Background: an optimization exercise with open tools, aiming at small area. Do not read the settings as production practice. Only simulation tests tie the RTL to the original design; equivalence was not proved. No activity file was given, so power comes from the tool's default toggle rates.

`flow/flow/synth_area.tcl`:
```
# The standard flow's synthesis (synth_recipe.tcl) with an area-oriented ABC script in place of
# ORFS's, and without the full/half adder cell extraction. Registers are
# mapped exactly as in the standard synthesis (ABC only remaps the logic).
proc synth {args} { yosys synth -nofsm -noshare {*}$args }
proc extract_fa {args} { }
proc abc {args} {
  set i [lsearch -exact $args -script]
  if { $i >= 0 } { set args [lreplace $args $i [expr {$i + 1}] -script $::env(AREA_ABC_SCRIPT)] }
  set i [lsearch -exact $args -D]
  if { $i >= 0 } { set args [lreplace $args $i [expr {$i + 1}]] }
  yosys abc {*}$args
}
source $::env(SCRIPTS_DIR)/synth.tcl
# left out here: clear keep_hierarchy, flatten, clean up, hide names made inside functions, write 1_2_yosys.v
```
`flow/flow/area.abc`:
```
strash
&get -n
&deepsyn -J 50 -T 120 -S 1
&put
dch -f
amap
topo
```
`flow/design.v`:
```
module	Smiley_Block_T	(
					input	logic	clk,
					input	logic	resetN,
					input	logic	startOfFrame,
					input	logic	[10:0] pixelX,
					input	logic	[10:0] pixelY,
					input	logic	collision,
					input	logic	up_key,
					input	logic	down_key,
					input	logic	right_key,
					input	logic	left_key,
					output	logic	smileyDR,
					output	logic	[7:0] smileyRGB,
					output	logic	move,
					output	logic	[10:0] topLeftX,
					output	logic	[10:0] topLeftY
);
localparam logic [2:0] IDLE0 = 3'd0, IDLE1 = 3'd1, MOVE = 3'd2, WAITF = 3'd3,
                       PCHG = 3'd4, PLIM = 3'd5;
logic [2:0]  state, state_n;
logic [15:1] xpos, xpos_n;       
logic [14:0] ypos, ypos_n;       
logic [15:6] xpos_h;             
logic [5:1]  xpos_l;             
logic [14:6] ypos_h;
logic [5:0]  ypos_l;
assign xpos = {xpos_h, xpos_l};
assign ypos = {ypos_h, ypos_l};
logic        xnz, xneg, ynz, yneg;       
logic        xnz_n, xneg_n, ynz_n, yneg_n;
logic [1:0]  dir, dir_n;         
logic        inbox;              
logic [4:0]  offx, offy;         
logic [1:0]  rgb1, rgb;          
logic [3:0]  hit1, hit;          
logic        started;            
assign started = (state != IDLE0);
logic [15:1] xadd;
logic [14:0] yadd;
logic        xlo, xhi, ylo, yhi;
always_comb begin
	xadd = '0;
	yadd = '0;
	if (state == PCHG) begin
		if (xnz) xadd = xneg ? -15'sd20 : 15'sd20;
		if (ynz) yadd = yneg ? -15'sd40 : 15'sd40;
	end else if (state == MOVE && collision) begin
		if (hit[3])      xadd = -15'sd1;
		else if (hit[2]) xadd = 15'sd1;
		if (hit[1])      yadd = -15'sd2;
		else if (hit[0]) yadd = 15'sd2;
	end
end
assign xlo = (xpos[15:7] == 9'd0);                                   
assign xhi = xpos[15] & (&xpos[11:8]) & xpos[6] & (|xpos[5:1]);      
assign ylo = (ypos[14:7] == 8'd0);                                   
assign yhi = ypos[14] & ypos[13] & (&ypos[10:8]) & ypos[6] & (|ypos[5:0]);  
always_comb begin
	state_n = state;
	xpos_n  = xpos + xadd;
	ypos_n  = ypos + yadd;
	xnz_n = xnz; xneg_n = xneg; ynz_n = ynz; yneg_n = yneg;
	dir_n = dir;
	case (state)
	IDLE0, IDLE1: begin
		xpos_n[8]   = 1'b1;
		xpos_n[5:1] = 5'b01100;
		ypos_n[7]   = 1'b1;
		ypos_n[5:0] = 6'b111001;
		xnz_n = 1'b1; xneg_n = 1'b0; ynz_n = 1'b1; yneg_n = 1'b0;
		state_n = startOfFrame ? MOVE : IDLE1;
	end
	MOVE: begin
		if (up_key) begin
			ynz_n = 1'b1; yneg_n = 1'b1; xnz_n = 1'b0; dir_n = 2'd0;
		end else if (down_key) begin
			ynz_n = 1'b1; yneg_n = 1'b0; xnz_n = 1'b0; dir_n = 2'd1;
		end else if (right_key) begin
			xnz_n = 1'b1; xneg_n = 1'b0; ynz_n = 1'b0; dir_n = 2'd2;
		end else if (left_key) begin
			xnz_n = 1'b1; xneg_n = 1'b1; ynz_n = 1'b0; dir_n = 2'd3;
		end
		if (collision) begin
			xnz_n = 1'b0; ynz_n = 1'b0;
			state_n = WAITF;
		end
		if (startOfFrame) state_n = PCHG;
	end
	WAITF: if (startOfFrame) state_n = PCHG;
	PCHG: state_n = PLIM;
	PLIM: begin
		if (xlo) begin xpos_n[7:1] = 7'b1000000; xneg_n = 1'b0; end    
		if (xhi) begin xpos_n[5:1] = 5'b00000;   xneg_n = 1'b1; end    
		if (ylo) begin ypos_n[7:0] = 8'b10000000; yneg_n = 1'b0; end   
		if (yhi) begin ypos_n[5:0] = 6'b000000;  yneg_n = 1'b1; end    
		state_n = MOVE;
	end
	default: state_n = IDLE0;
	endcase
end
always_ff @(posedge clk or negedge resetN)
	if (!resetN) begin
		state <= IDLE0;
		dir   <= 2'd0;
		xpos_h <= '0;
		ypos_h <= '0;
	end else begin
		state <= state_n;
		dir   <= dir_n;
		xpos_h <= xpos_n[15:6];
		ypos_h <= ypos_n[14:6];
	end
always_ff @(posedge clk) begin
	xpos_l <= xpos_n[5:1];
	ypos_l <= ypos_n[5:0];
	xnz <= xnz_n; xneg <= xneg_n; ynz <= ynz_n; yneg <= yneg_n;
end
assign topLeftX = {1'b0, xpos[15:6]};
assign topLeftY = {2'b0, ypos[14:6]};
assign move     = started & (xnz | ynz);
logic [11:0] dx, dy;
assign dx = {pixelX[10], pixelX} - {2'b0, xpos[15:6]};
assign dy = {pixelY[10], pixelY} - {3'b0, ypos[14:6]};
assign inbox = (dx[11:5] == 7'd0) && (dy[11:5] == 7'd0);
assign offx = dx[4:0];
assign offy = dy[4:0];
logic [4:0] row, col;
always_comb begin
	case (dir_n)
	2'd0: begin row = offx; col = ~offy; end
	2'd1: begin row = offx; col = offy;  end
	2'd2: begin row = offy; col = offx;  end
	default: begin row = offy; col = ~offx; end
	endcase
end
logic [3:0] u, v;
assign u = row[3:0] ^ {4{~row[4]}};
assign v = col[3:0] ^ {4{~col[4]}};
logic [1:0] pix;    
always_comb
	case ({row[4], col[4], u, v})
	10'd255: pix = 2'd3;
	10'd254: pix = 2'd3;
	10'd253: pix = 2'd3;
	10'd252: pix = 2'd3;
	10'd251: pix = 2'd3;
	10'd250: pix = 2'd3;
	10'd249: pix = 2'd3;
	10'd248: pix = 2'd3;
	10'd247: pix = 2'd3;
	10'd246: pix = 2'd3;
	10'd245: pix = 2'd3;
	10'd244: pix = 2'd3;
	10'd243: pix = 2'd3;
	10'd242: pix = 2'd3;
	10'd241: pix = 2'd0;
	10'd240: pix = 2'd0;
	10'd496: pix = 2'd0;
	10'd497: pix = 2'd0;
	10'd498: pix = 2'd0;
	10'd499: pix = 2'd2;
	10'd500: pix = 2'd3;
	10'd501: pix = 2'd3;
	10'd502: pix = 2'd3;
	10'd503: pix = 2'd3;
	10'd504: pix = 2'd3;
	10'd505: pix = 2'd3;
	10'd506: pix = 2'd3;
	10'd507: pix = 2'd3;
	10'd508: pix = 2'd3;
	10'd509: pix = 2'd3;
	10'd510: pix = 2'd3;
	10'd511: pix = 2'd3;
	10'd239: pix = 2'd3;
	10'd238: pix = 2'd3;
	10'd237: pix = 2'd3;
	10'd236: pix = 2'd3;
	10'd235: pix = 2'd3;
	10'd234: pix = 2'd3;
	10'd233: pix = 2'd3;
	10'd232: pix = 2'd3;
	10'd231: pix = 2'd3;
	10'd230: pix = 2'd3;
	10'd229: pix = 2'd2;
	10'd228: pix = 2'd0;
	10'd227: pix = 2'd0;
	10'd226: pix = 2'd0;
	10'd225: pix = 2'd0;
	10'd224: pix = 2'd0;
	10'd480: pix = 2'd0;
	10'd481: pix = 2'd0;
	10'd482: pix = 2'd0;
	10'd483: pix = 2'd0;
	10'd484: pix = 2'd0;
	10'd485: pix = 2'd0;
	10'd486: pix = 2'd0;
	10'd487: pix = 2'd3;
	10'd488: pix = 2'd3;
	10'd489: pix = 2'd3;
	10'd490: pix = 2'd3;
	10'd491: pix = 2'd3;
	10'd492: pix = 2'd3;
	10'd493: pix = 2'd3;
	10'd494: pix = 2'd3;
	10'd495: pix = 2'd3;
	10'd223: pix = 2'd3;
	10'd222: pix = 2'd3;
	10'd221: pix = 2'd3;
	10'd220: pix = 2'd3;
	10'd219: pix = 2'd3;
	10'd218: pix = 2'd3;
	10'd217: pix = 2'd3;
	10'd216: pix = 2'd3;
	10'd215: pix = 2'd0;
	10'd214: pix = 2'd0;
	10'd213: pix = 2'd0;
	10'd212: pix = 2'd0;
	10'd211: pix = 2'd0;
	10'd210: pix = 2'd0;
	10'd209: pix = 2'd0;
	10'd208: pix = 2'd0;
	10'd464: pix = 2'd0;
	10'd465: pix = 2'd0;
	10'd466: pix = 2'd0;
	10'd467: pix = 2'd0;
	10'd468: pix = 2'd0;
	10'd469: pix = 2'd0;
	10'd470: pix = 2'd0;
	10'd471: pix = 2'd0;
	10'd472: pix = 2'd0;
	10'd473: pix = 2'd3;
	10'd474: pix = 2'd3;
	10'd475: pix = 2'd3;
	10'd476: pix = 2'd3;
	10'd477: pix = 2'd3;
	10'd478: pix = 2'd3;
	10'd479: pix = 2'd3;
	10'd207: pix = 2'd3;
	10'd206: pix = 2'd3;
	10'd205: pix = 2'd3;
	10'd204: pix = 2'd3;
	10'd203: pix = 2'd3;
	10'd202: pix = 2'd3;
	10'd201: pix = 2'd3;
	10'd200: pix = 2'd0;
	10'd199: pix = 2'd0;
	10'd198: pix = 2'd0;
	10'd197: pix = 2'd0;
	10'd196: pix = 2'd0;
	10'd195: pix = 2'd0;
	10'd194: pix = 2'd0;
	10'd193: pix = 2'd0;
	10'd192: pix = 2'd0;
	10'd448: pix = 2'd0;
	10'd449: pix = 2'd0;
	10'd450: pix = 2'd0;
	10'd451: pix = 2'd0;
	10'd452: pix = 2'd0;
	10'd453: pix = 2'd0;
	10'd454: pix = 2'd0;
	10'd455: pix = 2'd0;
	10'd456: pix = 2'd0;
	10'd457: pix = 2'd0;
	10'd458: pix = 2'd0;
	10'd459: pix = 2'd3;
	10'd460: pix = 2'd3;
	10'd461: pix = 2'd3;
	10'd462: pix = 2'd3;
	10'd463: pix = 2'd3;
	10'd191: pix = 2'd3;
	10'd190: pix = 2'd3;
	10'd189: pix = 2'd3;
	10'd188: pix = 2'd3;
	10'd187: pix = 2'd3;
	10'd186: pix = 2'd1;
	10'd185: pix = 2'd0;
	10'd184: pix = 2'd0;
	10'd183: pix = 2'd0;
	10'd182: pix = 2'd0;
	10'd181: pix = 2'd0;
	10'd180: pix = 2'd0;
	10'd179: pix = 2'd0;
	10'd178: pix = 2'd0;
	10'd177: pix = 2'd0;
	10'd176: pix = 2'd0;
	10'd432: pix = 2'd0;
	10'd433: pix = 2'd0;
	10'd434: pix = 2'd0;
	10'd435: pix = 2'd0;
	10'd436: pix = 2'd0;
	10'd437: pix = 2'd0;
	10'd438: pix = 2'd0;
	10'd439: pix = 2'd0;
	10'd440: pix = 2'd0;
	10'd441: pix = 2'd0;
	10'd442: pix = 2'd0;
	10'd443: pix = 2'd0;
	10'd444: pix = 2'd3;
	10'd445: pix = 2'd3;
	10'd446: pix = 2'd3;
	10'd447: pix = 2'd3;
	10'd175: pix = 2'd3;
	10'd174: pix = 2'd3;
	10'd173: pix = 2'd3;
	10'd172: pix = 2'd3;
	10'd171: pix = 2'd1;
	10'd170: pix = 2'd0;
	10'd169: pix = 2'd0;
	10'd168: pix = 2'd0;
	10'd167: pix = 2'd0;
	10'd166: pix = 2'd0;
	10'd165: pix = 2'd0;
	10'd164: pix = 2'd0;
	10'd163: pix = 2'd0;
	10'd162: pix = 2'd0;
	10'd161: pix = 2'd0;
	10'd160: pix = 2'd0;
	10'd416: pix = 2'd0;
	10'd417: pix = 2'd0;
	10'd418: pix = 2'd0;
	10'd419: pix = 2'd0;
	10'd420: pix = 2'd0;
	10'd421: pix = 2'd0;
	10'd422: pix = 2'd0;
	10'd423: pix = 2'd0;
	10'd424: pix = 2'd0;
	10'd425: pix = 2'd0;
	10'd426: pix = 2'd0;
	10'd427: pix = 2'd0;
	10'd428: pix = 2'd0;
	10'd429: pix = 2'd3;
	10'd430: pix = 2'd3;
	10'd431: pix = 2'd3;
	10'd159: pix = 2'd3;
	10'd158: pix = 2'd3;
	10'd157: pix = 2'd3;
	10'd156: pix = 2'd3;
	10'd155: pix = 2'd0;
	10'd154: pix = 2'd0;
	10'd153: pix = 2'd0;
	10'd152: pix = 2'd0;
	10'd151: pix = 2'd0;
	10'd150: pix = 2'd0;
	10'd149: pix = 2'd0;
	10'd148: pix = 2'd0;
	10'd147: pix = 2'd0;
	10'd146: pix = 2'd0;
	10'd145: pix = 2'd0;
	10'd144: pix = 2'd0;
	10'd400: pix = 2'd0;
	10'd401: pix = 2'd0;
	10'd402: pix = 2'd0;
	10'd403: pix = 2'd0;
	10'd404: pix = 2'd0;
	10'd405: pix = 2'd0;
	10'd406: pix = 2'd0;
	10'd407: pix = 2'd0;
	10'd408: pix = 2'd0;
	10'd409: pix = 2'd0;
	10'd410: pix = 2'd0;
	10'd411: pix = 2'd0;
	10'd412: pix = 2'd0;
	10'd413: pix = 2'd0;
	10'd414: pix = 2'd3;
	10'd415: pix = 2'd3;
	10'd143: pix = 2'd3;
	10'd142: pix = 2'd3;
	10'd141: pix = 2'd3;
	10'd140: pix = 2'd0;
	10'd139: pix = 2'd0;
	10'd138: pix = 2'd0;
	10'd137: pix = 2'd0;
	10'd136: pix = 2'd0;
	10'd135: pix = 2'd0;
	10'd134: pix = 2'd0;
	10'd133: pix = 2'd0;
	10'd132: pix = 2'd0;
	10'd131: pix = 2'd0;
	10'd130: pix = 2'd0;
	10'd129: pix = 2'd0;
	10'd128: pix = 2'd0;
	10'd384: pix = 2'd0;
	10'd385: pix = 2'd0;
	10'd386: pix = 2'd0;
	10'd387: pix = 2'd0;
	10'd388: pix = 2'd0;
	10'd389: pix = 2'd0;
	10'd390: pix = 2'd0;
	10'd391: pix = 2'd0;
	10'd392: pix = 2'd0;
	10'd393: pix = 2'd0;
	10'd394: pix = 2'd0;
	10'd395: pix = 2'd0;
	10'd396: pix = 2'd0;
	10'd397: pix = 2'd0;
	10'd398: pix = 2'd0;
	10'd399: pix = 2'd3;
	10'd127: pix = 2'd3;
	10'd126: pix = 2'd3;
	10'd125: pix = 2'd0;
	10'd124: pix = 2'd0;
	10'd123: pix = 2'd0;
	10'd122: pix = 2'd0;
	10'd121: pix = 2'd0;
	10'd120: pix = 2'd0;
	10'd119: pix = 2'd0;
	10'd118: pix = 2'd0;
	10'd117: pix = 2'd0;
	10'd116: pix = 2'd0;
	10'd115: pix = 2'd0;
	10'd114: pix = 2'd0;
	10'd113: pix = 2'd0;
	10'd112: pix = 2'd0;
	10'd368: pix = 2'd0;
	10'd369: pix = 2'd0;
	10'd370: pix = 2'd0;
	10'd371: pix = 2'd0;
	10'd372: pix = 2'd0;
	10'd373: pix = 2'd0;
	10'd374: pix = 2'd0;
	10'd375: pix = 2'd0;
	10'd376: pix = 2'd0;
	10'd377: pix = 2'd0;
	10'd378: pix = 2'd0;
	10'd379: pix = 2'd0;
	10'd380: pix = 2'd0;
	10'd381: pix = 2'd0;
	10'd382: pix = 2'd0;
	10'd383: pix = 2'd3;
	10'd111: pix = 2'd3;
	10'd110: pix = 2'd3;
	10'd109: pix = 2'd0;
	10'd108: pix = 2'd0;
	10'd107: pix = 2'd0;
	10'd106: pix = 2'd0;
	10'd105: pix = 2'd0;
	10'd104: pix = 2'd0;
	10'd103: pix = 2'd0;
	10'd102: pix = 2'd0;
	10'd101: pix = 2'd0;
	10'd100: pix = 2'd0;
	10'd99: pix = 2'd0;
	10'd98: pix = 2'd0;
	10'd97: pix = 2'd0;
	10'd96: pix = 2'd0;
	10'd352: pix = 2'd0;
	10'd353: pix = 2'd0;
	10'd354: pix = 2'd0;
	10'd355: pix = 2'd0;
	10'd356: pix = 2'd0;
	10'd357: pix = 2'd0;
	10'd358: pix = 2'd0;
	10'd359: pix = 2'd0;
	10'd360: pix = 2'd0;
	10'd361: pix = 2'd0;
	10'd362: pix = 2'd0;
	10'd363: pix = 2'd0;
	10'd364: pix = 2'd0;
	10'd365: pix = 2'd0;
	10'd366: pix = 2'd1;
	10'd367: pix = 2'd3;
	10'd95: pix = 2'd3;
	10'd94: pix = 2'd0;
	10'd93: pix = 2'd0;
	10'd92: pix = 2'd0;
	10'd91: pix = 2'd0;
	10'd90: pix = 2'd0;
	10'd89: pix = 2'd0;
	10'd88: pix = 2'd0;
	10'd87: pix = 2'd0;
	10'd86: pix = 2'd0;
	10'd85: pix = 2'd0;
	10'd84: pix = 2'd0;
	10'd83: pix = 2'd0;
	10'd82: pix = 2'd0;
	10'd81: pix = 2'd0;
	10'd80: pix = 2'd0;
	10'd336: pix = 2'd0;
	10'd337: pix = 2'd0;
	10'd338: pix = 2'd0;
	10'd339: pix = 2'd0;
	10'd340: pix = 2'd0;
	10'd341: pix = 2'd0;
	10'd342: pix = 2'd0;
	10'd343: pix = 2'd0;
	10'd344: pix = 2'd0;
	10'd345: pix = 2'd0;
	10'd346: pix = 2'd0;
	10'd347: pix = 2'd0;
	10'd348: pix = 2'd1;
	10'd349: pix = 2'd3;
	10'd350: pix = 2'd3;
	10'd351: pix = 2'd3;
	10'd79: pix = 2'd3;
	10'd78: pix = 2'd0;
	10'd77: pix = 2'd0;
	10'd76: pix = 2'd0;
	10'd75: pix = 2'd0;
	10'd74: pix = 2'd0;
	10'd73: pix = 2'd0;
	10'd72: pix = 2'd0;
	10'd71: pix = 2'd0;
	10'd70: pix = 2'd0;
	10'd69: pix = 2'd0;
	10'd68: pix = 2'd0;
	10'd67: pix = 2'd0;
	10'd66: pix = 2'd0;
	10'd65: pix = 2'd0;
	10'd64: pix = 2'd0;
	10'd320: pix = 2'd0;
	10'd321: pix = 2'd0;
	10'd322: pix = 2'd0;
	10'd323: pix = 2'd0;
	10'd324: pix = 2'd0;
	10'd325: pix = 2'd0;
	10'd326: pix = 2'd0;
	10'd327: pix = 2'd0;
	10'd328: pix = 2'd0;
	10'd329: pix = 2'd0;
	10'd330: pix = 2'd3;
	10'd331: pix = 2'd3;
	10'd332: pix = 2'd3;
	10'd333: pix = 2'd3;
	10'd334: pix = 2'd3;
	10'd335: pix = 2'd3;
	10'd63: pix = 2'd3;
	10'd62: pix = 2'd0;
	10'd61: pix = 2'd0;
	10'd60: pix = 2'd0;
	10'd59: pix = 2'd0;
	10'd58: pix = 2'd0;
	10'd57: pix = 2'd0;
	10'd56: pix = 2'd0;
	10'd55: pix = 2'd0;
	10'd54: pix = 2'd0;
	10'd53: pix = 2'd0;
	10'd52: pix = 2'd0;
	10'd51: pix = 2'd0;
	10'd50: pix = 2'd0;
	10'd49: pix = 2'd0;
	10'd48: pix = 2'd0;
	10'd304: pix = 2'd0;
	10'd305: pix = 2'd0;
	10'd306: pix = 2'd0;
	10'd307: pix = 2'd0;
	10'd308: pix = 2'd0;
	10'd309: pix = 2'd0;
	10'd310: pix = 2'd0;
	10'd311: pix = 2'd0;
	10'd312: pix = 2'd3;
	10'd313: pix = 2'd3;
	10'd314: pix = 2'd3;
	10'd315: pix = 2'd3;
	10'd316: pix = 2'd3;
	10'd317: pix = 2'd3;
	10'd318: pix = 2'd3;
	10'd319: pix = 2'd3;
	10'd47: pix = 2'd0;
	10'd46: pix = 2'd0;
	10'd45: pix = 2'd0;
	10'd44: pix = 2'd0;
	10'd43: pix = 2'd0;
	10'd42: pix = 2'd0;
	10'd41: pix = 2'd0;
	10'd40: pix = 2'd0;
	10'd39: pix = 2'd0;
	10'd38: pix = 2'd0;
	10'd37: pix = 2'd0;
	10'd36: pix = 2'd0;
	10'd35: pix = 2'd0;
	10'd34: pix = 2'd0;
	10'd33: pix = 2'd0;
	10'd32: pix = 2'd0;
	10'd288: pix = 2'd0;
	10'd289: pix = 2'd0;
	10'd290: pix = 2'd0;
	10'd291: pix = 2'd0;
	10'd292: pix = 2'd0;
	10'd293: pix = 2'd0;
	10'd294: pix = 2'd3;
	10'd295: pix = 2'd3;
	10'd296: pix = 2'd3;
	10'd297: pix = 2'd3;
	10'd298: pix = 2'd3;
	10'd299: pix = 2'd3;
	10'd300: pix = 2'd3;
	10'd301: pix = 2'd3;
	10'd302: pix = 2'd3;
	10'd303: pix = 2'd3;
	10'd31: pix = 2'd0;
	10'd30: pix = 2'd0;
	10'd29: pix = 2'd0;
	10'd28: pix = 2'd0;
	10'd27: pix = 2'd0;
	10'd26: pix = 2'd0;
	10'd25: pix = 2'd0;
	10'd24: pix = 2'd0;
	10'd23: pix = 2'd0;
	10'd22: pix = 2'd0;
	10'd21: pix = 2'd0;
	10'd20: pix = 2'd0;
	10'd19: pix = 2'd0;
	10'd18: pix = 2'd0;
	10'd17: pix = 2'd0;
	10'd16: pix = 2'd0;
	10'd272: pix = 2'd0;
	10'd273: pix = 2'd0;
	10'd274: pix = 2'd0;
	10'd275: pix = 2'd0;
	10'd276: pix = 2'd3;
	10'd277: pix = 2'd3;
	10'd278: pix = 2'd3;
	10'd279: pix = 2'd3;
	10'd280: pix = 2'd3;
	10'd281: pix = 2'd3;
	10'd282: pix = 2'd3;
	10'd283: pix = 2'd3;
	10'd284: pix = 2'd3;
	10'd285: pix = 2'd3;
	10'd286: pix = 2'd3;
	10'd287: pix = 2'd3;
	10'd15: pix = 2'd0;
	10'd14: pix = 2'd0;
	10'd13: pix = 2'd0;
	10'd12: pix = 2'd0;
	10'd11: pix = 2'd0;
	10'd10: pix = 2'd0;
	10'd9: pix = 2'd0;
	10'd8: pix = 2'd0;
	10'd7: pix = 2'd0;
	10'd6: pix = 2'd0;
	10'd5: pix = 2'd0;
	10'd4: pix = 2'd0;
	10'd3: pix = 2'd0;
	10'd2: pix = 2'd0;
	10'd1: pix = 2'd0;
	10'd0: pix = 2'd0;
	10'd256: pix = 2'd0;
	10'd257: pix = 2'd0;
	10'd258: pix = 2'd3;
	10'd259: pix = 2'd3;
	10'd260: pix = 2'd3;
	10'd261: pix = 2'd3;
	10'd262: pix = 2'd3;
	10'd263: pix = 2'd3;
	10'd264: pix = 2'd3;
	10'd265: pix = 2'd3;
	10'd266: pix = 2'd3;
	10'd267: pix = 2'd3;
	10'd268: pix = 2'd3;
	10'd269: pix = 2'd3;
	10'd270: pix = 2'd3;
	10'd271: pix = 2'd3;
	10'd527: pix = 2'd0;
	10'd526: pix = 2'd0;
	10'd525: pix = 2'd0;
	10'd524: pix = 2'd0;
	10'd523: pix = 2'd0;
	10'd522: pix = 2'd0;
	10'd521: pix = 2'd0;
	10'd520: pix = 2'd0;
	10'd519: pix = 2'd0;
	10'd518: pix = 2'd0;
	10'd517: pix = 2'd0;
	10'd516: pix = 2'd0;
	10'd515: pix = 2'd0;
	10'd514: pix = 2'd0;
	10'd513: pix = 2'd0;
	10'd512: pix = 2'd0;
	10'd768: pix = 2'd0;
	10'd769: pix = 2'd0;
	10'd770: pix = 2'd3;
	10'd771: pix = 2'd3;
	10'd772: pix = 2'd3;
	10'd773: pix = 2'd3;
	10'd774: pix = 2'd3;
	10'd775: pix = 2'd3;
	10'd776: pix = 2'd3;
	10'd777: pix = 2'd3;
	10'd778: pix = 2'd3;
	10'd779: pix = 2'd3;
	10'd780: pix = 2'd3;
	10'd781: pix = 2'd3;
	10'd782: pix = 2'd3;
	10'd783: pix = 2'd3;
	10'd543: pix = 2'd0;
	10'd542: pix = 2'd0;
	10'd541: pix = 2'd0;
	10'd540: pix = 2'd0;
	10'd539: pix = 2'd0;
	10'd538: pix = 2'd0;
	10'd537: pix = 2'd0;
	10'd536: pix = 2'd0;
	10'd535: pix = 2'd0;
	10'd534: pix = 2'd0;
	10'd533: pix = 2'd0;
	10'd532: pix = 2'd0;
	10'd531: pix = 2'd0;
	10'd530: pix = 2'd0;
	10'd529: pix = 2'd0;
	10'd528: pix = 2'd0;
	10'd784: pix = 2'd0;
	10'd785: pix = 2'd0;
	10'd786: pix = 2'd0;
	10'd787: pix = 2'd0;
	10'd788: pix = 2'd3;
	10'd789: pix = 2'd3;
	10'd790: pix = 2'd3;
	10'd791: pix = 2'd3;
	10'd792: pix = 2'd3;
	10'd793: pix = 2'd3;
	10'd794: pix = 2'd3;
	10'd795: pix = 2'd3;
	10'd796: pix = 2'd3;
	10'd797: pix = 2'd3;
	10'd798: pix = 2'd3;
	10'd799: pix = 2'd3;
	10'd559: pix = 2'd0;
	10'd558: pix = 2'd0;
	10'd557: pix = 2'd0;
	10'd556: pix = 2'd0;
	10'd555: pix = 2'd0;
	10'd554: pix = 2'd0;
	10'd553: pix = 2'd0;
	10'd552: pix = 2'd0;
	10'd551: pix = 2'd0;
	10'd550: pix = 2'd0;
	10'd549: pix = 2'd0;
	10'd548: pix = 2'd0;
	10'd547: pix = 2'd0;
	10'd546: pix = 2'd0;
	10'd545: pix = 2'd0;
	10'd544: pix = 2'd0;
	10'd800: pix = 2'd0;
	10'd801: pix = 2'd0;
	10'd802: pix = 2'd0;
	10'd803: pix = 2'd0;
	10'd804: pix = 2'd0;
	10'd805: pix = 2'd0;
	10'd806: pix = 2'd3;
	10'd807: pix = 2'd3;
	10'd808: pix = 2'd3;
	10'd809: pix = 2'd3;
	10'd810: pix = 2'd3;
	10'd811: pix = 2'd3;
	10'd812: pix = 2'd3;
	10'd813: pix = 2'd3;
	10'd814: pix = 2'd3;
	10'd815: pix = 2'd3;
	10'd575: pix = 2'd3;
	10'd574: pix = 2'd0;
	10'd573: pix = 2'd0;
	10'd572: pix = 2'd0;
	10'd571: pix = 2'd0;
	10'd570: pix = 2'd0;
	10'd569: pix = 2'd0;
	10'd568: pix = 2'd0;
	10'd567: pix = 2'd0;
	10'd566: pix = 2'd0;
	10'd565: pix = 2'd0;
	10'd564: pix = 2'd0;
	10'd563: pix = 2'd0;
	10'd562: pix = 2'd0;
	10'd561: pix = 2'd0;
	10'd560: pix = 2'd0;
	10'd816: pix = 2'd0;
	10'd817: pix = 2'd0;
	10'd818: pix = 2'd0;
	10'd819: pix = 2'd0;
	10'd820: pix = 2'd0;
	10'd821: pix = 2'd0;
	10'd822: pix = 2'd0;
	10'd823: pix = 2'd0;
	10'd824: pix = 2'd3;
	10'd825: pix = 2'd3;
	10'd826: pix = 2'd3;
	10'd827: pix = 2'd3;
	10'd828: pix = 2'd3;
	10'd829: pix = 2'd3;
	10'd830: pix = 2'd3;
	10'd831: pix = 2'd3;
	10'd591: pix = 2'd3;
	10'd590: pix = 2'd0;
	10'd589: pix = 2'd0;
	10'd588: pix = 2'd0;
	10'd587: pix = 2'd0;
	10'd586: pix = 2'd0;
	10'd585: pix = 2'd0;
	10'd584: pix = 2'd0;
	10'd583: pix = 2'd0;
	10'd582: pix = 2'd0;
	10'd581: pix = 2'd0;
	10'd580: pix = 2'd0;
	10'd579: pix = 2'd0;
	10'd578: pix = 2'd0;
	10'd577: pix = 2'd0;
	10'd576: pix = 2'd0;
	10'd832: pix = 2'd0;
	10'd833: pix = 2'd0;
	10'd834: pix = 2'd0;
	10'd835: pix = 2'd0;
	10'd836: pix = 2'd0;
	10'd837: pix = 2'd0;
	10'd838: pix = 2'd0;
	10'd839: pix = 2'd0;
	10'd840: pix = 2'd0;
	10'd841: pix = 2'd0;
	10'd842: pix = 2'd3;
	10'd843: pix = 2'd3;
	10'd844: pix = 2'd3;
	10'd845: pix = 2'd3;
	10'd846: pix = 2'd3;
	10'd847: pix = 2'd3;
	10'd607: pix = 2'd3;
	10'd606: pix = 2'd0;
	10'd605: pix = 2'd0;
	10'd604: pix = 2'd0;
	10'd603: pix = 2'd0;
	10'd602: pix = 2'd0;
	10'd601: pix = 2'd0;
	10'd600: pix = 2'd0;
	10'd599: pix = 2'd0;
	10'd598: pix = 2'd0;
	10'd597: pix = 2'd0;
	10'd596: pix = 2'd0;
	10'd595: pix = 2'd0;
	10'd594: pix = 2'd0;
	10'd593: pix = 2'd0;
	10'd592: pix = 2'd0;
	10'd848: pix = 2'd0;
	10'd849: pix = 2'd0;
	10'd850: pix = 2'd0;
	10'd851: pix = 2'd0;
	10'd852: pix = 2'd0;
	10'd853: pix = 2'd0;
	10'd854: pix = 2'd0;
	10'd855: pix = 2'd0;
	10'd856: pix = 2'd0;
	10'd857: pix = 2'd0;
	10'd858: pix = 2'd0;
	10'd859: pix = 2'd0;
	10'd860: pix = 2'd3;
	10'd861: pix = 2'd3;
	10'd862: pix = 2'd3;
	10'd863: pix = 2'd3;
	10'd623: pix = 2'd3;
	10'd622: pix = 2'd3;
	10'd621: pix = 2'd0;
	10'd620: pix = 2'd0;
	10'd619: pix = 2'd0;
	10'd618: pix = 2'd0;
	10'd617: pix = 2'd0;
	10'd616: pix = 2'd0;
	10'd615: pix = 2'd0;
	10'd614: pix = 2'd0;
	10'd613: pix = 2'd0;
	10'd612: pix = 2'd0;
	10'd611: pix = 2'd0;
	10'd610: pix = 2'd0;
	10'd609: pix = 2'd0;
	10'd608: pix = 2'd0;
	10'd864: pix = 2'd0;
	10'd865: pix = 2'd0;
	10'd866: pix = 2'd0;
	10'd867: pix = 2'd0;
	10'd868: pix = 2'd0;
	10'd869: pix = 2'd0;
	10'd870: pix = 2'd0;
	10'd871: pix = 2'd0;
	10'd872: pix = 2'd0;
	10'd873: pix = 2'd0;
	10'd874: pix = 2'd0;
	10'd875: pix = 2'd0;
	10'd876: pix = 2'd0;
	10'd877: pix = 2'd0;
	10'd878: pix = 2'd3;
	10'd879: pix = 2'd3;
	10'd639: pix = 2'd3;
	10'd638: pix = 2'd3;
	10'd637: pix = 2'd0;
	10'd636: pix = 2'd0;
	10'd635: pix = 2'd0;
	10'd634: pix = 2'd0;
	10'd633: pix = 2'd0;
	10'd632: pix = 2'd0;
	10'd631: pix = 2'd0;
	10'd630: pix = 2'd0;
	10'd629: pix = 2'd0;
	10'd628: pix = 2'd0;
	10'd627: pix = 2'd0;
	10'd626: pix = 2'd0;
	10'd625: pix = 2'd0;
	10'd624: pix = 2'd0;
	10'd880: pix = 2'd0;
	10'd881: pix = 2'd0;
	10'd882: pix = 2'd0;
	10'd883: pix = 2'd0;
	10'd884: pix = 2'd0;
	10'd885: pix = 2'd0;
	10'd886: pix = 2'd0;
	10'd887: pix = 2'd0;
	10'd888: pix = 2'd0;
	10'd889: pix = 2'd0;
	10'd890: pix = 2'd0;
	10'd891: pix = 2'd0;
	10'd892: pix = 2'd0;
	10'd893: pix = 2'd0;
	10'd894: pix = 2'd0;
	10'd895: pix = 2'd3;
	10'd655: pix = 2'd3;
	10'd654: pix = 2'd3;
	10'd653: pix = 2'd3;
	10'd652: pix = 2'd0;
	10'd651: pix = 2'd0;
	10'd650: pix = 2'd0;
	10'd649: pix = 2'd0;
	10'd648: pix = 2'd0;
	10'd647: pix = 2'd0;
	10'd646: pix = 2'd0;
	10'd645: pix = 2'd0;
	10'd644: pix = 2'd0;
	10'd643: pix = 2'd0;
	10'd642: pix = 2'd0;
	10'd641: pix = 2'd0;
	10'd640: pix = 2'd0;
	10'd896: pix = 2'd0;
	10'd897: pix = 2'd0;
	10'd898: pix = 2'd0;
	10'd899: pix = 2'd0;
	10'd900: pix = 2'd0;
	10'd901: pix = 2'd0;
	10'd902: pix = 2'd0;
	10'd903: pix = 2'd0;
	10'd904: pix = 2'd0;
	10'd905: pix = 2'd0;
	10'd906: pix = 2'd0;
	10'd907: pix = 2'd0;
	10'd908: pix = 2'd0;
	10'd909: pix = 2'd0;
	10'd910: pix = 2'd0;
	10'd911: pix = 2'd3;
	10'd671: pix = 2'd3;
	10'd670: pix = 2'd3;
	10'd669: pix = 2'd3;
	10'd668: pix = 2'd1;
	10'd667: pix = 2'd0;
	10'd666: pix = 2'd0;
	10'd665: pix = 2'd0;
	10'd664: pix = 2'd0;
	10'd663: pix = 2'd0;
	10'd662: pix = 2'd0;
	10'd661: pix = 2'd0;
	10'd660: pix = 2'd0;
	10'd659: pix = 2'd0;
	10'd658: pix = 2'd0;
	10'd657: pix = 2'd0;
	10'd656: pix = 2'd0;
	10'd912: pix = 2'd0;
	10'd913: pix = 2'd0;
	10'd914: pix = 2'd0;
	10'd915: pix = 2'd0;
	10'd916: pix = 2'd0;
	10'd917: pix = 2'd0;
	10'd918: pix = 2'd0;
	10'd919: pix = 2'd0;
	10'd920: pix = 2'd0;
	10'd921: pix = 2'd0;
	10'd922: pix = 2'd0;
	10'd923: pix = 2'd0;
	10'd924: pix = 2'd0;
	10'd925: pix = 2'd0;
	10'd926: pix = 2'd3;
	10'd927: pix = 2'd3;
	10'd687: pix = 2'd3;
	10'd686: pix = 2'd3;
	10'd685: pix = 2'd3;
	10'd684: pix = 2'd3;
	10'd683: pix = 2'd0;
	10'd682: pix = 2'd0;
	10'd681: pix = 2'd0;
	10'd680: pix = 2'd0;
	10'd679: pix = 2'd0;
	10'd678: pix = 2'd0;
	10'd677: pix = 2'd0;
	10'd676: pix = 2'd0;
	10'd675: pix = 2'd0;
	10'd674: pix = 2'd0;
	10'd673: pix = 2'd0;
	10'd672: pix = 2'd0;
	10'd928: pix = 2'd0;
	10'd929: pix = 2'd0;
	10'd930: pix = 2'd0;
	10'd931: pix = 2'd0;
	10'd932: pix = 2'd0;
	10'd933: pix = 2'd0;
	10'd934: pix = 2'd0;
	10'd935: pix = 2'd0;
	10'd936: pix = 2'd0;
	10'd937: pix = 2'd0;
	10'd938: pix = 2'd0;
	10'd939: pix = 2'd0;
	10'd940: pix = 2'd0;
	10'd941: pix = 2'd3;
	10'd942: pix = 2'd3;
	10'd943: pix = 2'd3;
	10'd703: pix = 2'd3;
	10'd702: pix = 2'd3;
	10'd701: pix = 2'd3;
	10'd700: pix = 2'd3;
	10'd699: pix = 2'd3;
	10'd698: pix = 2'd0;
	10'd697: pix = 2'd0;
	10'd696: pix = 2'd0;
	10'd695: pix = 2'd0;
	10'd694: pix = 2'd0;
	10'd693: pix = 2'd0;
	10'd692: pix = 2'd0;
	10'd691: pix = 2'd0;
	10'd690: pix = 2'd0;
	10'd689: pix = 2'd0;
	10'd688: pix = 2'd0;
	10'd944: pix = 2'd0;
	10'd945: pix = 2'd0;
	10'd946: pix = 2'd0;
	10'd947: pix = 2'd0;
	10'd948: pix = 2'd0;
	10'd949: pix = 2'd0;
	10'd950: pix = 2'd0;
	10'd951: pix = 2'd0;
	10'd952: pix = 2'd0;
	10'd953: pix = 2'd0;
	10'd954: pix = 2'd0;
	10'd955: pix = 2'd0;
	10'd956: pix = 2'd3;
	10'd957: pix = 2'd3;
	10'd958: pix = 2'd3;
	10'd959: pix = 2'd3;
	10'd719: pix = 2'd3;
	10'd718: pix = 2'd3;
	10'd717: pix = 2'd3;
	10'd716: pix = 2'd3;
	10'd715: pix = 2'd3;
	10'd714: pix = 2'd3;
	10'd713: pix = 2'd3;
	10'd712: pix = 2'd0;
	10'd711: pix = 2'd0;
	10'd710: pix = 2'd0;
	10'd709: pix = 2'd0;
	10'd708: pix = 2'd0;
	10'd707: pix = 2'd0;
	10'd706: pix = 2'd0;
	10'd705: pix = 2'd0;
	10'd704: pix = 2'd0;
	10'd960: pix = 2'd0;
	10'd961: pix = 2'd0;
	10'd962: pix = 2'd0;
	10'd963: pix = 2'd0;
	10'd964: pix = 2'd0;
	10'd965: pix = 2'd0;
	10'd966: pix = 2'd0;
	10'd967: pix = 2'd0;
	10'd968: pix = 2'd0;
	10'd969: pix = 2'd0;
	10'd970: pix = 2'd0;
	10'd971: pix = 2'd3;
	10'd972: pix = 2'd3;
	10'd973: pix = 2'd3;
	10'd974: pix = 2'd3;
	10'd975: pix = 2'd3;
	10'd735: pix = 2'd3;
	10'd734: pix = 2'd3;
	10'd733: pix = 2'd3;
	10'd732: pix = 2'd3;
	10'd731: pix = 2'd3;
	10'd730: pix = 2'd3;
	10'd729: pix = 2'd3;
	10'd728: pix = 2'd3;
	10'd727: pix = 2'd0;
	10'd726: pix = 2'd0;
	10'd725: pix = 2'd0;
	10'd724: pix = 2'd0;
	10'd723: pix = 2'd0;
	10'd722: pix = 2'd0;
	10'd721: pix = 2'd0;
	10'd720: pix = 2'd0;
	10'd976: pix = 2'd0;
	10'd977: pix = 2'd0;
	10'd978: pix = 2'd0;
	10'd979: pix = 2'd0;
	10'd980: pix = 2'd0;
	10'd981: pix = 2'd0;
	10'd982: pix = 2'd0;
	10'd983: pix = 2'd0;
	10'd984: pix = 2'd0;
	10'd985: pix = 2'd3;
	10'd986: pix = 2'd3;
	10'd987: pix = 2'd3;
	10'd988: pix = 2'd3;
	10'd989: pix = 2'd3;
	10'd990: pix = 2'd3;
	10'd991: pix = 2'd3;
	10'd751: pix = 2'd3;
	10'd750: pix = 2'd3;
	10'd749: pix = 2'd3;
	10'd748: pix = 2'd3;
	10'd747: pix = 2'd3;
	10'd746: pix = 2'd3;
	10'd745: pix = 2'd3;
	10'd744: pix = 2'd3;
	10'd743: pix = 2'd3;
	10'd742: pix = 2'd3;
	10'd741: pix = 2'd0;
	10'd740: pix = 2'd0;
	10'd739: pix = 2'd0;
	10'd738: pix = 2'd0;
	10'd737: pix = 2'd0;
	10'd736: pix = 2'd0;
	10'd992: pix = 2'd0;
	10'd993: pix = 2'd0;
	10'd994: pix = 2'd0;
	10'd995: pix = 2'd0;
	10'd996: pix = 2'd0;
	10'd997: pix = 2'd0;
	10'd998: pix = 2'd0;
	10'd999: pix = 2'd3;
	10'd1000: pix = 2'd3;
	10'd1001: pix = 2'd3;
	10'd1002: pix = 2'd3;
	10'd1003: pix = 2'd3;
	10'd1004: pix = 2'd3;
	10'd1005: pix = 2'd3;
	10'd1006: pix = 2'd3;
	10'd1007: pix = 2'd3;
	10'd767: pix = 2'd3;
	10'd766: pix = 2'd3;
	10'd765: pix = 2'd3;
	10'd764: pix = 2'd3;
	10'd763: pix = 2'd3;
	10'd762: pix = 2'd3;
	10'd761: pix = 2'd3;
	10'd760: pix = 2'd3;
	10'd759: pix = 2'd3;
	10'd758: pix = 2'd3;
	10'd757: pix = 2'd3;
	10'd756: pix = 2'd3;
	10'd755: pix = 2'd3;
	10'd754: pix = 2'd1;
	10'd753: pix = 2'd0;
	10'd752: pix = 2'd0;
	10'd1008: pix = 2'd0;
	10'd1009: pix = 2'd0;
	10'd1010: pix = 2'd0;
	10'd1011: pix = 2'd0;
	10'd1012: pix = 2'd3;
	10'd1013: pix = 2'd3;
	10'd1014: pix = 2'd3;
	10'd1015: pix = 2'd3;
	10'd1016: pix = 2'd3;
	10'd1017: pix = 2'd3;
	10'd1018: pix = 2'd3;
	10'd1019: pix = 2'd3;
	10'd1020: pix = 2'd3;
	10'd1021: pix = 2'd3;
	10'd1022: pix = 2'd3;
	10'd1023: pix = 2'd3;
	endcase
logic [3:0] hit_lut;
always_comb begin
	case ({offy[4:3], offx[4:3]})
	4'h0: hit_lut = 4'hC; 4'h1: hit_lut = 4'h4; 4'h2: hit_lut = 4'h4; 4'h3: hit_lut = 4'h6;
	4'h4: hit_lut = 4'h8; 4'h5: hit_lut = 4'hC; 4'h6: hit_lut = 4'h6; 4'h7: hit_lut = 4'h2;
	4'h8: hit_lut = 4'h8; 4'h9: hit_lut = 4'h9; 4'hA: hit_lut = 4'h3; 4'hB: hit_lut = 4'h2;
	4'hC: hit_lut = 4'h9; 4'hD: hit_lut = 4'h1; 4'hE: hit_lut = 4'h1; default: hit_lut = 4'h3;
	endcase
end
always_ff @(posedge clk or negedge resetN)
	if (!resetN) begin
		rgb1 <= 2'b11;
		hit1 <= 4'h0;
		rgb  <= 2'b00;
	end else begin
		rgb1 <= inbox ? pix : 2'b11;
		hit1 <= inbox ? {hit_lut[1], hit_lut[3] & ~hit_lut[1], hit_lut[0], hit_lut[2] & ~hit_lut[0]} : 4'h0;
		rgb  <= rgb1;
	end
always_ff @(posedge clk)
	hit <= hit1;
assign smileyRGB = {{6{started}}, rgb};
assign smileyDR  = ~(started & rgb[1] & rgb[0]);
endmodule
```
`flow/config.mk`:
```
export PLATFORM = sky130hd
export DESIGN_NAME = Smiley_Block_T
export DESIGN_NICKNAME = Smiley_Block_T
export VERILOG_FILES = /design/flow/design.v
export SDC_FILE = /design/flow/constraint.sdc
export NUM_CORES = 4
export LEC_CHECK = 0
export CAP_MARGIN = 20
export CORE_MARGIN = 2
export CORE_UTILIZATION = 85
export SLEW_MARGIN = 20
```
`flow/constraint.sdc`:
```
create_clock -name core_clock -period 8.0 [get_ports {clk}]
set_input_delay 1.6000 -clock core_clock [delete_from_list [all_inputs] [get_ports {clk}]]
set_output_delay 1.6000 -clock core_clock [all_outputs]
set_load 0.01 [all_outputs]
```
`flow/flow/run.sh`:
```
#!/bin/bash
# Own layout flow: the standard layout (standard.sh), with two changes:
#  - synthesis maps the logic with an area-oriented ABC script (flow/area.abc)
#    and without adder-cell extraction; registers are mapped as in the
#    standard synthesis (flow/synth_area.tcl sources synth_recipe.tcl's steps);
#  - port buffers use the smallest buffer cell (buf_1);
#  - clock tree synthesis without dummy loads, from the smaller clock buffers.
# Each tool's output is in orfs/logs; make's own output is in flow_make.log.
set -euo pipefail
W=$(pwd)
export AREA_ABC_SCRIPT=$W/flow/area.abc
bash standard.sh SYNTH_SCRIPT=$W/flow/synth_area.tcl \
  "BUFFER_PORTS_ARGS=-buffer_cell sky130_fd_sc_hd__buf_1" \
  "CTS_ARGS=-sink_clustering_enable -repair_clock_nets -dont_use_dummy_load -buf_list {sky130_fd_sc_hd__clkbuf_4 sky130_fd_sc_hd__clkbuf_8}" \
  finish > $W/flow_make.log 2>&1
```
`flow/standard.sh`:
```
#!/bin/bash
# synth_recipe.tcl (not shown) runs the flow's synth.tcl, then flattens the netlist and writes it again
# the make line also repeats each setting of config.mk as NAME=value (left out here)
make -C /OpenROAD-flow-scripts/flow DESIGN_CONFIG=/design/flow/config.mk WORK_HOME=/design/flow/orfs CLKGATE_MAP_FILE= SYNTH_SCRIPT=/design/flow/synth_recipe.tcl "${@:-finish}"
```
==> flow_summary_export.csv, run 1 <==
group,metric,value,unit
yosys,syn_area_per_cell,6.97,um2
yosys,synth_top_cells_by_count,"nor2_1, clkinv_1, nand2_1",
yosys,synth-seq-cells,51,
run_status,stop_error,"[ERROR GPL-0301] Utilization 104.636 % exceeds 100%.",
yosys,synth.most_common_cell,"nor2_1",
yosys,synth_warnings,1,
yosys,synth_compound_area_share,28.5,%
run_status,status,"stopped before the end",
yosys,seq_area_frac_synth,35.1,%
run_status,lastStage,"global placement without I/O",
yosys,yosys.area.top_type_share,21.3,%
yosys,syn-cell-area,3520,um2
yosys,synthAdderAreaFrac,0,%
yosys,synth_edf_count,5,
die,die_w,68.4,um
yosys,synth_top_area_cell,"dfrtp_1",
yosys,synth_xor_area_share,0,%
yosys,synthMuxAreaShare,0,%
yosys,synth-simple-area-share,23.7,%
yosys,ys_top_cells_by_area,"dfrtp_1, nor2_1, dfxtp_1",
yosys,syn_inst,505,
die,rows,23,
yosys,synth_cell_type_count,40,
yosys,synth_top_family_by_area,"compound AO/OA/AOI/OAI gates",
die,fp.dieH,68.4,um
yosys,ys.flop_type,"dfrtp_1",
yosys,synthArstFlopShare,62.7,%
die,start_util,88.0,%
## kinds of logic after synthesis
logic type | after synthesis
simple gates | 197
compound gates | 166
buf+inv | 90
flops | 51
other cells | 1
==> run 2, diff against run 1 <==
--- a/flow/config.mk
+++ b/flow/config.mk
@@ -8,4 +8,4 @@
 export CAP_MARGIN = 20
 export CORE_MARGIN = 2
-export CORE_UTILIZATION = 85
+export CORE_UTILIZATION = 65
 export SLEW_MARGIN = 20
==> run 2 against run 1 <==
Compared with the run above:
- the run now finishes clean
- synthesized cell count stayed put
- synthesized area stayed put
==> flow_summary_export.csv, run 2 <==
group,metric,value,unit
run_status,status,"complete, no violations",
sta,fmaxAchievable,0.157,GHz
yosys,synth_cell_type_count,40,
yosys,ys_top_cells_by_area,"dfrtp_1, nor2_1, dfxtp_1",
clock_tree,clkLatencyLatePin,0.30,ns
worst_setup_path,critPathRequiredTime,8.17,ns
die,start_util,68.0,%
detailed_routing,drtPass1Iterations,5,
worst_setup_path,rr_startpoint,"state[2]",
detailed_routing,viasPerCell,5.93,
detailed_routing,postRouteAntennaNets,0,
die,die-area,6020,um2
detailed_routing,drt-initial-drc-count,244,
placement,port_buffers,58,
die,core-area,5170,um2
worst_setup_path,cp-start-kind,"input pin",
finish,top_register,"xpos_h",
clock_tree,post_cts_buffers,0,
finish,mostFrequentLayoutCell,"nor2_1",
grt,antenna_found_initial,0,
worst_setup_path,cp-startpoint,"up_key",
finish,finalNonFillerCells,612,
die,fp.dieH,77.6,um
yosys,synth_edf_count,5,
finish,largest_reg_flops,10,
clock_tree,numCtsBuffers,5,
clock_tree,h-tree-depth,2,
finish,antennaDiodeCount,0,
finish,syn_to_final_growth,4.91,%
sta,fin_crit_sh,79.6,%
yosys,ys.flop_type,"dfrtp_1",
clock_tree,cts_tree,"done",
yosys,synth.most_common_cell,"nor2_1",
grt,grt.total_usage,27.9,%
sta,setup_viol,0,
yosys,synth_top_cells_by_count,"nor2_1, clkinv_1, nand2_1",
sta,holdWs,0.327,ns
placement,place.gp.congestion,0.975,
finish,layout_common_cells,"nor2_1, clkinv_1, buf_1",
grt,grt_pass1_vias,3135,
min_path,hold_class,"reg -> reg",
sta,rsz0062_at_grt,"no",
grt,grt_pass1_wl,13.6,mm
placement,hpwl,6.79,mm
detailed_routing,drc_errors,0,
yosys,syn-cell-area,3520,um2
sta,fin_crit,6.37,ns
clock_tree,clockRootBuffer,"clkbuf_8",
worst_setup_path,critPathKind,"in -> reg",
finish,drive_above_1_share,1.48,%
yosys,syn_area_per_cell,6.97,um2
power_and_ir_drop,leakagePower,1.34,nW
die,die_w,77.6,um
power_and_ir_drop,power.density,445,nW/um2
finish,largestRegisters,"xpos_h x10, ypos_h x9, ypos_l x6",
yosys,synth_warnings,1,
min_path,holdCritStartpoint,"hit1[1]",
finish,fin_area,3690,um2
sta,skew,0.0227,ns
clock_tree,cts.repair.resized,0,
worst_setup_path,cp.arrival,6.54,ns
yosys,synthArstFlopShare,62.7,%
detailed_routing,wl_per_cell,14.0,um
die,ioPinCount,62,
placement,dpl_worst_slack,1.52,ns
placement,dp.cells,607,
job,drv_cap,0,
power_and_ir_drop,ir_worst_vdd,0.431,mV
clock_tree,clockBufferDepth,2,
sta,relSlewSlack,36.0,%
worst_setup_path,endpoint_kind,"register",
sta,drv_slew,0,
sta,tns,0,ns
sta,hold_violations,0,
sta,worstMarginPinSlew,0.960,ns
grt,grt_start_max_net_pins,33,
yosys,yosys.area.top_type_share,21.3,%
worst_setup_path,path_max_fanout,13,
power_and_ir_drop,finalPower,1.64,mW
clock_tree,ctsHoldBuffers,0,
detailed_routing,drt-total-wl,8.58,mm
clock_tree,cts_sinks,51,
placement,placed_area,3620,um2
finish,fin_nets,574,
yosys,synth-seq-cells,51,
grt,grt.overflow.total,0,
yosys,synth_top_area_cell,"dfrtp_1",
finish,post-route-util,71.4,%
detailed_routing,vias,3628,
clock_tree,clk_pin_slew,0.09,ns
yosys,seq_area_frac_synth,35.1,%
yosys,syn_inst,505,
die,rows,26,
sta,timing.final.ws_setup,1.63,ns
[run 2: cell counts after synthesis]
Identical to the previous run, type by type.
[run 2: kinds of logic after synthesis]
family / share of synthesized area (%)
buffers and inverters: 12.6
AO/OA/AOI/OAI: 28.5
flip-flops: 35.1
other: 0.107
AND/OR/NAND/NOR: 23.7
[run 2: final timing paths]
| check | depth (start not counted) | to | slack [ns] |
|---|---|---|---|
| worst max-delay path | 20 | rgb1[1] | 1.63 |
| worst min-delay path | 0 | hit[1] | 0.33 |
| worst max register to register | 21 | rgb1[1] | 2.11 |
| worst min register to register | 0 | hit[1] | 0.33 |
| max in group asynchronous | 1 | hit1[1] | 6.05 |
| min in group asynchronous | 1 | state[1] | 1.39 |
[run 2: power breakdown]
part,switching (mW),internal (mW)
Sequential,0.0729,0.337
Combinational,0.754,0.344
Clock,0.0759,0.0566
Total,0.903,0.738
[run 2: critical path: stages]
cell,delay (ns)
buf_1,0.11
nor2_1,0.20
nor2_1,0.08
a21oi_1,0.74
clkinv_1,0.48
o22ai_1,0.48
clkinv_1,0.24
o21ai_0,0.50
clkinv_1,0.33
or2_0,0.33
a21oi_1,0.12
nor2_1,0.06
a21oi_1,0.19
o31a_1,0.19
a31oi_1,0.08
nor3_1,0.22
o41ai_1,0.11
clkinv_1,0.08
a211oi_1,0.04
o311ai_0,0.36
[run 2: routing by layer]
metal / routed length, um / vias up / GRT usage [%]
li1: - / 1825 / -
met1: 3750 / 1625 / 34.5
met2: 4230 / 157 / 49.8
met3: 469 / 21 / 4.19
met4: 129 / 0 / 8.75
met5: 0 / - / 0
[run 2: layout make-up]
type / instances / area (um2)
clock buffers: 5 / 68.8
fillers: 452 / 1480
inverters: 62 / 233
multi-input cells: 366 / 1850
flip-flops and latches: 51 / 1230
well taps: 70 / 87.6
repair buffers: 58 / 219

afterwards: timing with drivers on the ports:
The flow's constraints put no driver on any port. The routed layout listed below was extracted and timed again, unchanged, in two steps. Step 1 (the two cells are an assumption about what drives the block):
set clk [get_ports {clk}]
set_driving_cell -lib_cell sky130_fd_sc_hd__clkbuf_16 $clk
set_driving_cell -lib_cell sky130_fd_sc_hd__buf_2 [delete_from_list [all_inputs] $clk]
Step 2 adds t to the input delays and takes it off the output delays; t is the mean of the earliest and latest rising clock arrival at the registers after step 1. Input paths then give back, and output paths get back, about the clock's delay inside the block. a / b / c = no drivers / after step 1 / after step 2; a / b = the first two.
run: run 2
t (ns): 0.317
setup slack, ns: 1.628 / 1.636 / 1.320
cell pins on the clock port's net: 1
After both steps setup and hold are still met in run 2. The setup slack of run 2 moves by +0.008 ns with the drivers and by -0.308 ns with both steps.
